From an optimization exercise on the open Yosys and OpenROAD flow, aimed at small area, a short achievable clock period and few clock cycles per item; shortcuts taken in it are not production practice.
Only simulation tests tie the RTL to the original design; equivalence was not proved.

==> inputs of run a <==
## md5
module md5(
      input clk,
      input reset_n,
      input start,
      input [63:0] password,
      output reg done,
      output [127:0] passwd_hash
      );
reg [6:0] cnt;
reg [31:0] p, b, c, d;
reg idle;            
reg fin;             
reg [3:0] rsel;      
reg [3:0] xsel;      
reg [3:0] psel;      
wire [6:0] cnt_n = ~reset_n ? 7'd67 : idle ? (start ? 7'd0 : 7'd67) : cnt + 7'd1;
reg [3:0] xsel_n;
always @(*) begin
  case ({cnt_n[1:0], cnt_n[5:4]})
    4'd0: xsel_n = 4'b1000;
    4'd1: xsel_n = 4'b0010;
    4'd2: xsel_n = 4'b0001;
    4'd3: xsel_n = 4'b0100;
    4'd4: xsel_n = 4'b1000;
    4'd5: xsel_n = 4'b0001;
    4'd6: xsel_n = 4'b0100;
    4'd7: xsel_n = 4'b0010;
    4'd8: xsel_n = 4'b1000;
    4'd9: xsel_n = 4'b0001;
    4'd10: xsel_n = 4'b0100;
    4'd11: xsel_n = 4'b0010;
    4'd12: xsel_n = 4'b0100;
    4'd13: xsel_n = 4'b0001;
    4'd14: xsel_n = 4'b1000;
    4'd15: xsel_n = 4'b0010;
  endcase
end
always @(posedge clk) begin
  cnt <= cnt_n;
  idle <= (cnt_n == 7'd67);
  fin <= cnt_n[6] & (cnt_n != 7'd67);
  rsel <= cnt_n[6] ? 4'b0000 : (4'b0001 << cnt_n[5:4]);
  xsel <= xsel_n;
  psel <= 4'b0001 << cnt_n[1:0];
end
always @(posedge clk) begin
  if (~reset_n) done <= 1'b0;
  else done <= (cnt == 7'd66);
end
wire [31:0] m0 = {password[39:32], password[47:40], password[55:48], password[63:56]};
wire [31:0] m1 = {password[7:0], password[15:8], password[23:16], password[31:24]};
wire [31:0] tc;
  ...
Settings: LEC_CHECK=0, ABC_AREA=1, CAP_MARGIN=20, CORE_MARGIN=2, CORE_UTILIZATION=45, CTS_BUF_LIST=sky130_fd_sc_hd__clkbuf_8, CTS_CLUSTER_SIZE=25, SLEW_MARGIN=20; clock period 11.0 ns.
standard.sh (not shown) runs the stock make flow with config.mk's settings and CLKGATE_MAP_FILE= SYNTH_SCRIPT=/design/flow/synth_recipe.tcl, a recipe that flattens the netlist after the stock synthesis.
==> flow/flow/run.sh <==
#!/bin/bash
set -euo pipefail
bash standard.sh \
  "BUFFER_PORTS_ARGS=-buffer_cell sky130_fd_sc_hd__buf_1" \
  SETUP_SLACK_MARGIN=6 \
  finish > make_finish.log 2>&1
==> run b (differences from run a) <==
--- a/flow/design.v
+++ b/flow/design.v
@@ -378,131 +378,15 @@
 wire t_p_56 = t_p0[30] & t_p_41;
 wire [31:0] t = t_p0 ^ {t_g_56, t_g_41, t_g_55, t_g_34, t_g_54, t_g_40, t_g_53, t_g_31, t_g_52, t_g_39, t_g_51, t_g_33, t_g_50, t_g_38, t_g_49, t_g_28, t_g_48, t_g_37, t_g_47, t_g_32, t_g_46, t_g_36, t_g_45, t_g_24, t_g_44, t_g_35, t_g_43, t_g_16, t_g_42, t_g_0, t_g0[0], 1'b0};
 wire [31:0] t1 = ({32{xsel[0]}} & t) | ({32{xsel[1]}} & {t[30:0], t[31]}) |
                  ({32{xsel[2]}} & {t[29:0], t[31:30]}) | ({32{xsel[3]}} & {t[28:0], t[31:29]});
 wire [31:0] rot = ({32{psel[0]}} & {t1[27:0], t1[31:28]}) | ({32{psel[1]}} & {t1[22:0], t1[31:23]}) |
                   ({32{psel[2]}} & {t1[17:0], t1[31:18]}) | ({32{psel[3]}} & {t1[11:0], t1[31:12]});
 wire [31:0] bop = {32{~fin}} & b;
-wire [31:0] sum_g0 = bop & rot;
-wire [31:0] sum_p0 = bop ^ rot;
-wire sum_g_0 = sum_g0[1] | (sum_p0[1] & sum_g0[0]);
-wire sum_p_0 = sum_p0[1] & sum_p0[0];
-wire sum_g_1 = sum_g0[3] | (sum_p0[3] & sum_g0[2]);
-wire sum_p_1 = sum_p0[3] & sum_p0[2];
-wire sum_g_2 = sum_g0[5] | (sum_p0[5] & sum_g0[4]);
-wire sum_p_2 = sum_p0[5] & sum_p0[4];
-wire sum_g_3 = sum_g0[7] | (sum_p0[7] & sum_g0[6]);
-wire sum_p_3 = sum_p0[7] & sum_p0[6];
-wire sum_g_4 = sum_g0[9] | (sum_p0[9] & sum_g0[8]);
-wire sum_p_4 = sum_p0[9] & sum_p0[8];
-wire sum_g_5 = sum_g0[11] | (sum_p0[11] & sum_g0[10]);
-wire sum_p_5 = sum_p0[11] & sum_p0[10];
-wire sum_g_6 = sum_g0[13] | (sum_p0[13] & sum_g0[12]);
-wire sum_p_6 = sum_p0[13] & sum_p0[12];
-wire sum_g_7 = sum_g0[15] | (sum_p0[15] & sum_g0[14]);
-wire sum_p_7 = sum_p0[15] & sum_p0[14];
-wire sum_g_8 = sum_g0[17] | (sum_p0[17] & sum_g0[16]);
-wire sum_p_8 = sum_p0[17] & sum_p0[16];
-wire sum_g_9 = sum_g0[19] | (sum_p0[19] & sum_g0[18]);
-wire sum_p_9 = sum_p0[19] & sum_p0[18];
-wire sum_g_10 = sum_g0[21] | (sum_p0[21] & sum_g0[20]);
-wire sum_p_10 = sum_p0[21] & sum_p0[20];
-wire sum_g_11 = sum_g0[23] | (sum_p0[23] & sum_g0[22]);
-wire sum_p_11 = sum_p0[23] & sum_p0[22];
-wire sum_g_12 = sum_g0[25] | (sum_p0[25] & sum_g0[24]);
-wire sum_p_12 = sum_p0[25] & sum_p0[24];
-wire sum_g_13 = sum_g0[27] | (sum_p0[27] & sum_g0[26]);
-wire sum_p_13 = sum_p0[27] & sum_p0[26];
-wire sum_g_14 = sum_g0[29] | (sum_p0[29] & sum_g0[28]);
-wire sum_p_14 = sum_p0[29] & sum_p0[28];
-wire sum_g_15 = sum_g0[31] | (sum_p0[31] & sum_g0[30]);
-wire sum_p_15 = sum_p0[31] & sum_p0[30];
-wire sum_g_16 = sum_g_1 | (sum_p_1 & sum_g_0);
-wire sum_p_16 = sum_p_1 & sum_p_0;
-wire sum_g_17 = sum_g_3 | (sum_p_3 & sum_g_2);
-wire sum_p_17 = sum_p_3 & sum_p_2;
-wire sum_g_18 = sum_g_5 | (sum_p_5 & sum_g_4);
-wire sum_p_18 = sum_p_5 & sum_p_4;
-wire sum_g_19 = sum_g_7 | (sum_p_7 & sum_g_6);
-wire sum_p_19 = sum_p_7 & sum_p_6;
-wire sum_g_20 = sum_g_9 | (sum_p_9 & sum_g_8);
-wire sum_p_20 = sum_p_9 & sum_p_8;
-wire sum_g_21 = sum_g_11 | (sum_p_11 & sum_g_10);
-wire sum_p_21 = sum_p_11 & sum_p_10;
-wire sum_g_22 = sum_g_13 | (sum_p_13 & sum_g_12);
-wire sum_p_22 = sum_p_13 & sum_p_12;
-wire sum_g_23 = sum_g_15 | (sum_p_15 & sum_g_14);
-wire sum_p_23 = sum_p_15 & sum_p_14;
-wire sum_g_24 = sum_g_17 | (sum_p_17 & sum_g_16);
-wire sum_p_24 = sum_p_17 & sum_p_16;
-wire sum_g_25 = sum_g_19 | (sum_p_19 & sum_g_18);
-wire sum_p_25 = sum_p_19 & sum_p_18;
-wire sum_g_26 = sum_g_21 | (sum_p_21 & sum_g_20);
-wire sum_p_26 = sum_p_21 & sum_p_20;
-wire sum_g_27 = sum_g_23 | (sum_p_23 & sum_g_22);
-wire sum_p_27 = sum_p_23 & sum_p_22;
-wire sum_g_28 = sum_g_25 | (sum_p_25 & sum_g_24);
-wire sum_p_28 = sum_p_25 & sum_p_24;
-wire sum_g_29 = sum_g_27 | (sum_p_27 & sum_g_26);
-wire sum_p_29 = sum_p_27 & sum_p_26;
-wire sum_g_30 = sum_g_29 | (sum_p_29 & sum_g_28);
-wire sum_p_30 = sum_p_29 & sum_p_28;
-wire sum_g_31 = sum_g_26 | (sum_p_26 & sum_g_28);
-wire sum_p_31 = sum_p_26 & sum_p_28;
-wire sum_g_32 = sum_g_18 | (sum_p_18 & sum_g_24);
-wire sum_p_32 = sum_p_18 & sum_p_24;
-wire sum_g_33 = sum_g_20 | (sum_p_20 & sum_g_28);
-wire sum_p_33 = sum_p_20 & sum_p_28;
-wire sum_g_34 = sum_g_22 | (sum_p_22 & sum_g_31);
-wire sum_p_34 = sum_p_22 & sum_p_31;
-wire sum_g_35 = sum_g_2 | (sum_p_2 & sum_g_16);
-wire sum_p_35 = sum_p_2 & sum_p_16;
-wire sum_g_36 = sum_g_4 | (sum_p_4 & sum_g_24);
-wire sum_p_36 = sum_p_4 & sum_p_24;
-wire sum_g_37 = sum_g_6 | (sum_p_6 & sum_g_32);
-wire sum_p_37 = sum_p_6 & sum_p_32;
-wire sum_g_38 = sum_g_8 | (sum_p_8 & sum_g_28);
-wire sum_p_38 = sum_p_8 & sum_p_28;
-wire sum_g_39 = sum_g_10 | (sum_p_10 & sum_g_33);
-wire sum_p_39 = sum_p_10 & sum_p_33;
-wire sum_g_40 = sum_g_12 | (sum_p_12 & sum_g_31);
-wire sum_p_40 = sum_p_12 & sum_p_31;
-wire sum_g_41 = sum_g_14 | (sum_p_14 & sum_g_34);
-wire sum_p_41 = sum_p_14 & sum_p_34;
-wire sum_g_42 = sum_g0[2] | (sum_p0[2] & sum_g_0);
-wire sum_p_42 = sum_p0[2] & sum_p_0;
-wire sum_g_43 = sum_g0[4] | (sum_p0[4] & sum_g_16);
-wire sum_p_43 = sum_p0[4] & sum_p_16;
-wire sum_g_44 = sum_g0[6] | (sum_p0[6] & sum_g_35);
-wire sum_p_44 = sum_p0[6] & sum_p_35;
-wire sum_g_45 = sum_g0[8] | (sum_p0[8] & sum_g_24);
-wire sum_p_45 = sum_p0[8] & sum_p_24;
-wire sum_g_46 = sum_g0[10] | (sum_p0[10] & sum_g_36);
-wire sum_p_46 = sum_p0[10] & sum_p_36;
-wire sum_g_47 = sum_g0[12] | (sum_p0[12] & sum_g_32);
-wire sum_p_47 = sum_p0[12] & sum_p_32;
-wire sum_g_48 = sum_g0[14] | (sum_p0[14] & sum_g_37);
-wire sum_p_48 = sum_p0[14] & sum_p_37;
-wire sum_g_49 = sum_g0[16] | (sum_p0[16] & sum_g_28);
-wire sum_p_49 = sum_p0[16] & sum_p_28;
-wire sum_g_50 = sum_g0[18] | (sum_p0[18] & sum_g_38);
-wire sum_p_50 = sum_p0[18] & sum_p_38;
-wire sum_g_51 = sum_g0[20] | (sum_p0[20] & sum_g_33);
-wire sum_p_51 = sum_p0[20] & sum_p_33;
-wire sum_g_52 = sum_g0[22] | (sum_p0[22] & sum_g_39);
-wire sum_p_52 = sum_p0[22] & sum_p_39;
-wire sum_g_53 = sum_g0[24] | (sum_p0[24] & sum_g_31);
-wire sum_p_53 = sum_p0[24] & sum_p_31;
-wire sum_g_54 = sum_g0[26] | (sum_p0[26] & sum_g_40);
-wire sum_p_54 = sum_p0[26] & sum_p_40;
-wire sum_g_55 = sum_g0[28] | (sum_p0[28] & sum_g_34);
-wire sum_p_55 = sum_p0[28] & sum_p_34;
-wire sum_g_56 = sum_g0[30] | (sum_p0[30] & sum_g_41);
-wire sum_p_56 = sum_p0[30] & sum_p_41;
-wire [31:0] sum = sum_p0 ^ {sum_g_56, sum_g_41, sum_g_55, sum_g_34, sum_g_54, sum_g_40, sum_g_53, sum_g_31, sum_g_52, sum_g_39, sum_g_51, sum_g_33, sum_g_50, sum_g_38, sum_g_49, sum_g_28, sum_g_48, sum_g_37, sum_g_47, sum_g_32, sum_g_46, sum_g_36, sum_g_45, sum_g_24, sum_g_44, sum_g_35, sum_g_43, sum_g_16, sum_g_42, sum_g_0, sum_g0[0], 1'b0};
+wire [31:0] sum = bop + rot;
 always @(posedge clk) begin
   p <= p_next;
   if (idle) begin
     b <= 32'hefcdab89;
     c <= 32'h98badcfe;
     d <= 32'h10325476;
   end else begin
- CORE_UTILIZATION: 45 -> 50
- CTS_BUF_LIST: sky130_fd_sc_hd__clkbuf_8 -> not set
- CTS_CLUSTER_SIZE: 25 -> not set
==> summary of the runs <==
Run b went through all stages and came out clean. Run a passed the timing, DRC and antenna checks.
Against run b, the utilization of run a is lower by 4.8 points.
Against run a, the clock-buffer cell count of run b is lower by 15.
Of run b and run a, run b has the higher via count (gap about 5%, measured against run a).
Of run a and run b, run b has the higher area after synthesis (gap 2.1%, measured against run b).
==> figures <==
metric	run a	run b
Fraction of the mapped netlist area in compound gates	10.3%	12.4%
Final core area utilization	54.8%	59.6%
XOR/XNOR Fraction of Synth Area	1.58%	1.64%
Multi-input logic portion of the cell area	59.7%	61.5%
Router iterations before antenna repair	9	23
Multi-input gate area in the final layout	12700 um^2	13100 um^2
Met2 wire length	38.8 mm	38.8 mm
First-pass GRT wire length	129 mm	133 mm
Post CTS Setup Buffer Count	14	1
Total die area	41000 um^2	37800 um^2
Post-synthesis net count	3055	3100
Maximum net fanout on the critical path	4	11
Effective utilization at floorplan	45.8%	50.8%
Normalized max-slew margin	22.8%	20.5%
Run status	no timing/DRC/antenna violations	no timing/DRC/antenna violations
Testbench counts of run a, summed over its fixed seeds: cycles 13,056, hashes 192.
Testbench counts of run b, summed over its fixed seeds: cycles 13,056, hashes 192.

-- static timing again, ports no longer ideal --
In the flow no input, the clock included, has a driving cell. The finished layouts below were timed again as built, in two steps.
Step 1, drivers: a clkbuf_16 drives clk and a buf_2 each remaining input, both assumed.
Step 2 also shifts input and output timing later by t, the mid clock arrival at the registers, as if the neighbouring blocks saw the same clock.
Three values: no drivers, after step 1, after step 2; two values: the first two.
run	t, ns	setup WS [ns]	worst setup path after step 2	slew at the worst register clock pin (ns)
run a	0.645	5.718 / 5.718 / 5.718	register to register	0.07 / 0.07
run b	0.602	6.088 / 6.088 / 5.893	input to register	0.08 / 0.08
After both steps setup and hold are still met in every run listed. For run b, which loses most, drivers alone change the setup slack by 0.000 ns; drivers and shift together by -0.195 ns.
